Source: an optimization exercise on an open RTL-to-GDS flow (aim: small area and a short achievable clock period). Production flows keep margins and buffers that such runs may drop.
In this exercise RTL edits were held to simulation tests only and were not proved equivalent to the original.

==> wip/fjord: inputs <==
## complex_multiplier
module complex_multiplier (
    input  wire        clk,
    input  wire        rst_n,
    input  wire        enable,
    input  wire [31:0] a_real,
    input  wire [31:0] a_imag,
    input  wire [31:0] c_real,
    input  wire [31:0] c_imag,
    output wire [31:0] result_real,
    output wire [31:0] result_imag,
    output wire        valid
);
export LEC_CHECK = 0
export CAP_MARGIN = 20
export CORE_MARGIN = 2
export CORE_UTILIZATION = 40
export SETUP_SLACK_MARGIN = 5
export SLEW_MARGIN = 20
create_clock -name core_clock -period 9.0 [get_ports {clk}]
run.sh (not shown) runs the stock make flow with config.mk's settings and CLKGATE_MAP_FILE= SYNTH_SCRIPT=/design/flow/synth_recipe.tcl, a recipe that flattens the netlist after the stock synthesis.
==> inputs of wip/xenon, as changes to wip/fjord <==
--- a/flow/design.v
+++ b/flow/design.v
@@ -2111,60 +2111,55 @@
     wire [28:0] a = {1'b0, hi, 4'd0};
     wire [28:0] b = {1'b0, lo} ^ {29{eff_sub}};
     assign raw  = a + b + {28'd0, eff_sub};
     assign zero = eff_sub ? ({big, 4'd0} == sml) : ~(|big | |sml);
 endmodule
 module cm_add_norm (
     input  wire [28:0] raw,
     input  wire [7:0]  ebig,
-    input  wire        sign,
-    input  wire        zero,
-    input  wire        nan_r,
-    input  wire        inf_r,
-    input  wire        sign_inf,
-    output wire [22:0] mant,      
+    output wire [23:0] mant,      
     output wire        rup,       
-    output wire        sign_o,    
-    output wire [7:0]  exp_o,     
-    output wire        mzero_o,   
-    output wire        nan_o      
+    output wire [7:0]  er0,       
+    output wire        unf        
 );
     wire [4:0] lz;
     cm_lzc32 lzc (.v({raw[28:3], 1'b1, 5'd0}), .n(lz));
     wire [28:0] n = raw << lz;
-    assign mant = n[27:5];
+    assign mant = n[28:5];
     wire g = n[4];
     wire r = n[3];
     wire s = |n[2:0];
     assign rup = g & (r | s | n[5]);
-    wire cry = rup & (&n[28:5]);            
     wire [8:0] en = {1'b0, ebig} - {4'd0, lz};
-    wire [7:0] er = en[7:0] + {7'd0, cry};
-    wire ovf = (er == 8'hFF);
-    wire unf = en[8] | (en == 9'd0);
-    assign nan_o   = nan_r;
-    assign sign_o  = nan_r ? 1'b0 : inf_r ? sign_inf : sign;
-    assign exp_o   = (nan_r | inf_r) ? 8'hFF :
-                     zero ? 8'd0 :
-                     ovf  ? 8'hFF :
-                     unf  ? 8'd0 : er;
-    assign mzero_o = inf_r | zero | ovf | unf;
+    assign er0 = en[7:0];
+    assign unf = en[8] | (en == 9'd0);
 endmodule
 module cm_add_round (
-    input  wire [22:0] mant,
+    input  wire [23:0] mant,
     input  wire        rup,
+    input  wire [7:0]  er0,
+    input  wire        unf,
     input  wire        sign,
-    input  wire [7:0]  exp_r,
-    input  wire        mzero,
+    input  wire        zero,
     input  wire        nan_r,
+    input  wire        inf_r,
+    input  wire        sign_inf,
     output wire [31:0] result
 );
-    wire [22:0] inc = mant + {22'd0, rup};
-    assign result = {sign, exp_r, nan_r ? 23'h400000 : mzero ? 23'd0 : inc};
+    wire [22:0] inc = mant[22:0] + {22'd0, rup};
+    wire        cry = rup & (&mant);         
+    wire [7:0]  er  = er0 + {7'd0, cry};
+    wire ovf = cry ? (er0 == 8'hFE) : (er0 == 8'hFF);
+    assign result = nan_r ? 32'h7FC00000 :
+                    inf_r ? {sign_inf, 8'hFF, 23'd0} :
+                    zero  ? {sign, 31'd0} :
+                    ovf   ? {sign, 8'hFF, 23'd0} :
+                    unf   ? {sign, 31'd0} :
+                            {sign, er, inc};
 endmodule
 module complex_multiplier (
     input  wire        clk,
     input  wire        rst_n,
     input  wire        enable,
     input  wire [31:0] a_real,
     input  wire [31:0] a_imag,
     input  wire [31:0] c_real,
@@ -2372,54 +2367,55 @@
             r_z[k]   <= su_z[k];
             r_e[k]   <= q_e[k];
             r_sg[k]  <= q_sg[k];
             r_n[k]   <= q_n[k];
             r_i[k]   <= q_i[k];
             r_si[k]  <= q_si[k];
         end
     end
-    wire [22:0] no_m   [0:1];
+    wire [23:0] no_m   [0:1];
     wire        no_rup [0:1];
-    wire        no_sg  [0:1];
-    wire [7:0]  no_e   [0:1];
-    wire        no_mz  [0:1];
-    wire        no_n   [0:1];
+    wire [7:0]  no_er0 [0:1];
+    wire        no_unf [0:1];
     generate
         for (g = 0; g < 2; g = g + 1) begin : sn
-            cm_add_norm norm (
-                .raw(r_raw[g]), .ebig(r_e[g]), .sign(r_sg[g]), .zero(r_z[g]),
-                .nan_r(r_n[g]), .inf_r(r_i[g]), .sign_inf(r_si[g]),
-                .mant(no_m[g]), .rup(no_rup[g]), .sign_o(no_sg[g]), .exp_o(no_e[g]),
-                .mzero_o(no_mz[g]), .nan_o(no_n[g])
-            );
+            cm_add_norm norm (.raw(r_raw[g]), .ebig(r_e[g]), .mant(no_m[g]), .rup(no_rup[g]),
+                              .er0(no_er0[g]), .unf(no_unf[g]));
         end
     endgenerate
-    reg [22:0] n_m   [0:1];
+    reg [23:0] n_m   [0:1];
     reg        n_rup [0:1];
+    reg [7:0]  n_er0 [0:1];
+    reg        n_unf [0:1];
+    reg        n_z   [0:1];
     reg        n_sg  [0:1];
-    reg [7:0]  n_e   [0:1];
-    reg        n_mz  [0:1];
     reg        n_n   [0:1];
+    reg        n_i   [0:1];
+    reg        n_si  [0:1];
     always @(posedge clk) begin
         for (k = 0; k < 2; k = k + 1) begin
             n_m[k]   <= no_m[k];
             n_rup[k] <= no_rup[k];
-            n_sg[k]  <= no_sg[k];
-            n_e[k]   <= no_e[k];
-            n_mz[k]  <= no_mz[k];
-            n_n[k]   <= no_n[k];
+            n_er0[k] <= no_er0[k];
+            n_unf[k] <= no_unf[k];
+            n_z[k]   <= r_z[k];
+            n_sg[k]  <= r_sg[k];
+            n_n[k]   <= r_n[k];
+            n_i[k]   <= r_i[k];
+            n_si[k]  <= r_si[k];
         end
     end
     wire [31:0] res [0:1];
     generate
         for (g = 0; g < 2; g = g + 1) begin : sr
             cm_add_round rnd (
-                .mant(n_m[g]), .rup(n_rup[g]), .sign(n_sg[g]), .exp_r(n_e[g]),
-                .mzero(n_mz[g]), .nan_r(n_n[g]), .result(res[g])
+                .mant(n_m[g]), .rup(n_rup[g]), .er0(n_er0[g]), .unf(n_unf[g]),
+                .sign(n_sg[g]), .zero(n_z[g]), .nan_r(n_n[g]), .inf_r(n_i[g]), .sign_inf(n_si[g]),
+                .result(res[g])
             );
         end
     endgenerate
     reg [31:0] out_re, out_im;
     always @(posedge clk) begin
         out_re <= res[0];
         out_im <= res[1];
     end
ABC_AREA = 1   (was not set)
CORE_UTILIZATION = 35   (was 40)
CTS_BUF_LIST = sky130_fd_sc_hd__clkbuf_16   (was not set)
CTS_CLUSTER_DIAMETER = 100   (was not set)
CTS_CLUSTER_SIZE = 24   (was not set)
==> notes.md <==
metric	wip/fjord	wip/xenon
Synthesized cell area	103000 µm²	107000 µm²
Met1 WL	143000 µm	156000 µm
Syn_area_per_cell	9.54 µm²	8.08 µm²
R2R Setup Slk	3.63 ns	5.06 ns
Final setup slack of the worst path	3.63 ns	5.06 ns
Result of the run	timing/DRC/antenna clean	timing/DRC/antenna clean
Post-layout utilization of the core	45.3%	37.9%
1st-iter DRT viols	8440	9805
GP Congestion	0.899	0.976
Synth-to-Final Area Change	12.7%	7.59%
Adder and majority gate portion of the synthesized area	26.9%	26.1%
Met1 demand-to-capacity share in global routing	33.8%	31.5%
Async set or reset register ratio after synthesis	0.560%	0.556%
Post-place instance area	108000 µm²	112000 µm²
Layout net count	12368	14622

---

==> tundra: inputs <==
Another version of the RTL of complex_multiplier (not shown whole).
clock: 9.0 ns
lec_check: 0
cap_margin: 20
core_margin: 2
core_utilization: 40
setup_slack_margin: 5
slew_margin: 20
==> pepper (differences from tundra) <==
ABC_AREA = 1   (was unset)
==> comparison <==
Between pepper and tundra, the lower global-route usage is in tundra (gap 2.8 points).
Non-clock buffer count: pepper is lower than tundra (41).
Of tundra and pepper, pepper has the higher wire length (gap about 10%, measured against pepper).
pepper completed without violations. tundra completed with no timing, DRC or antenna violations.
Between tundra and pepper, the lower clock skew is in tundra (gap 0.0078 ns).
==> figures <==
item                                                               tundra          pepper
Die Footprint                                                 264,000 um2     267,000 um2
Initial antenna violation count                                        14               5
Result of the run                                          finished clean  finished clean
Multi-input gate share of total cell area                           62.9%           60.8%
Worst-case setup margin in the final layout                       4.89 ns         4.94 ns
Fraction of met3 tracks used by global routing                      6.12%           9.50%
Final WL                                                       352,000 um      392,000 um
Final weighted congestion in routability-driven placement           0.924           0.995
Slew at the pin closest to its max-slew limit                     1.10 ns         1.17 ns
Clock network area share                                            4.19%           4.60%
First-pass GRT wire length                                     531,000 um      577,000 um

---

==> inputs of indigo <==
RTL: one of the versions met above, not the one the previous note started from.
clock: 9.0 ns
lec_check: 0
abc_area: 1
cap_margin: 20
core_margin: 2
core_utilization: 50
cts_buf_list: sky130_fd_sc_hd__clkbuf_8
setup_slack_margin: 5
slew_margin: 20
==> quartz (differences from indigo) <==
- CORE_UTILIZATION: 50 -> 40
- CTS_BUF_LIST: sky130_fd_sc_hd__clkbuf_8 -> sky130_fd_sc_hd__clkbuf_16
- CTS_CLUSTER_DIAMETER: unset -> 100
- CTS_CLUSTER_SIZE: unset -> 24
==> notes.md <==
| item | quartz | indigo |
|---|---|---|
| Area growth, synth to finish | 7.19% | 8.82% |
| Number of nets in the layout | 14,620 | 14,780 |
| Largest incremental delay on the critical path | 0.55 ns | 0.67 ns |
| Status | finished clean | finished clean |
| Origin of the worst setup path | op_neg[0][5] | op_q[1][9] |
| Total area of sequential cells | 25,300 sq um | 25,300 sq um |
| Count of fill cells added during filler insertion | 26,748 | 20,125 |
| Worst setup skew after layout | 0.0897 ns | 0.0692 ns |
| Destination of the worst hold path | n_z[0] | n_sg[1] |
| Taps Inserted | 3,533 | 2,821 |
| Clock transition at the register clock pins on the worst setup and hold paths after CTS | 0.09 ns | 0.07 ns |
| Overall global routing resource usage | 26.7% | 36.2% |
| Setup Fix Bufs, Post-CTS | 0 | 4 |
| Place WS | 4.46 ns | 4.40 ns |

==> separate check: timing with driven ports <==
In the flow no input, the clock included, has a driving cell. The finished layouts below were timed again as built, in two steps.
Step 1 sets driving cells, clkbuf_16 on the clock port and buf_2 on the other inputs (assumed; they add their load-dependent delay and slew).
Step 2 also shifts input and output timing later by t, the mid clock arrival at the registers, as if the neighbouring blocks saw the same clock.
Slacks: ideal ports / drivers / drivers and shift; pairs: ideal ports / drivers.
| run | t, ns | setup WS [ns] | latest minus earliest clock arrival (ns) | pins driven straight from the clock port |
|---|---|---|---|---|
| wip/fjord | 0.891 | 3.627 / 3.627 / 3.627 | 0.044 / 0.045 | 1 |
| wip/xenon | 0.852 | 5.063 / 5.063 / 5.063 | 0.056 / 0.056 | 1 |
| tundra | 0.897 | 4.889 / 4.889 / 4.258 | 0.042 / 0.042 | 1 |
| pepper | 0.936 | 4.939 / 4.939 / 4.435 | 0.060 / 0.060 | 1 |
| indigo | 1.135 | 5.010 / 5.010 / 5.010 | 0.071 / 0.071 | 1 |
| quartz | 0.884 | 5.070 / 5.070 / 5.070 | 0.096 / 0.096 | 1 |
After both steps setup and hold are still met in every run listed. For tundra, which loses most, drivers alone change the setup slack by 0.000 ns; drivers and shift together by -0.631 ns.
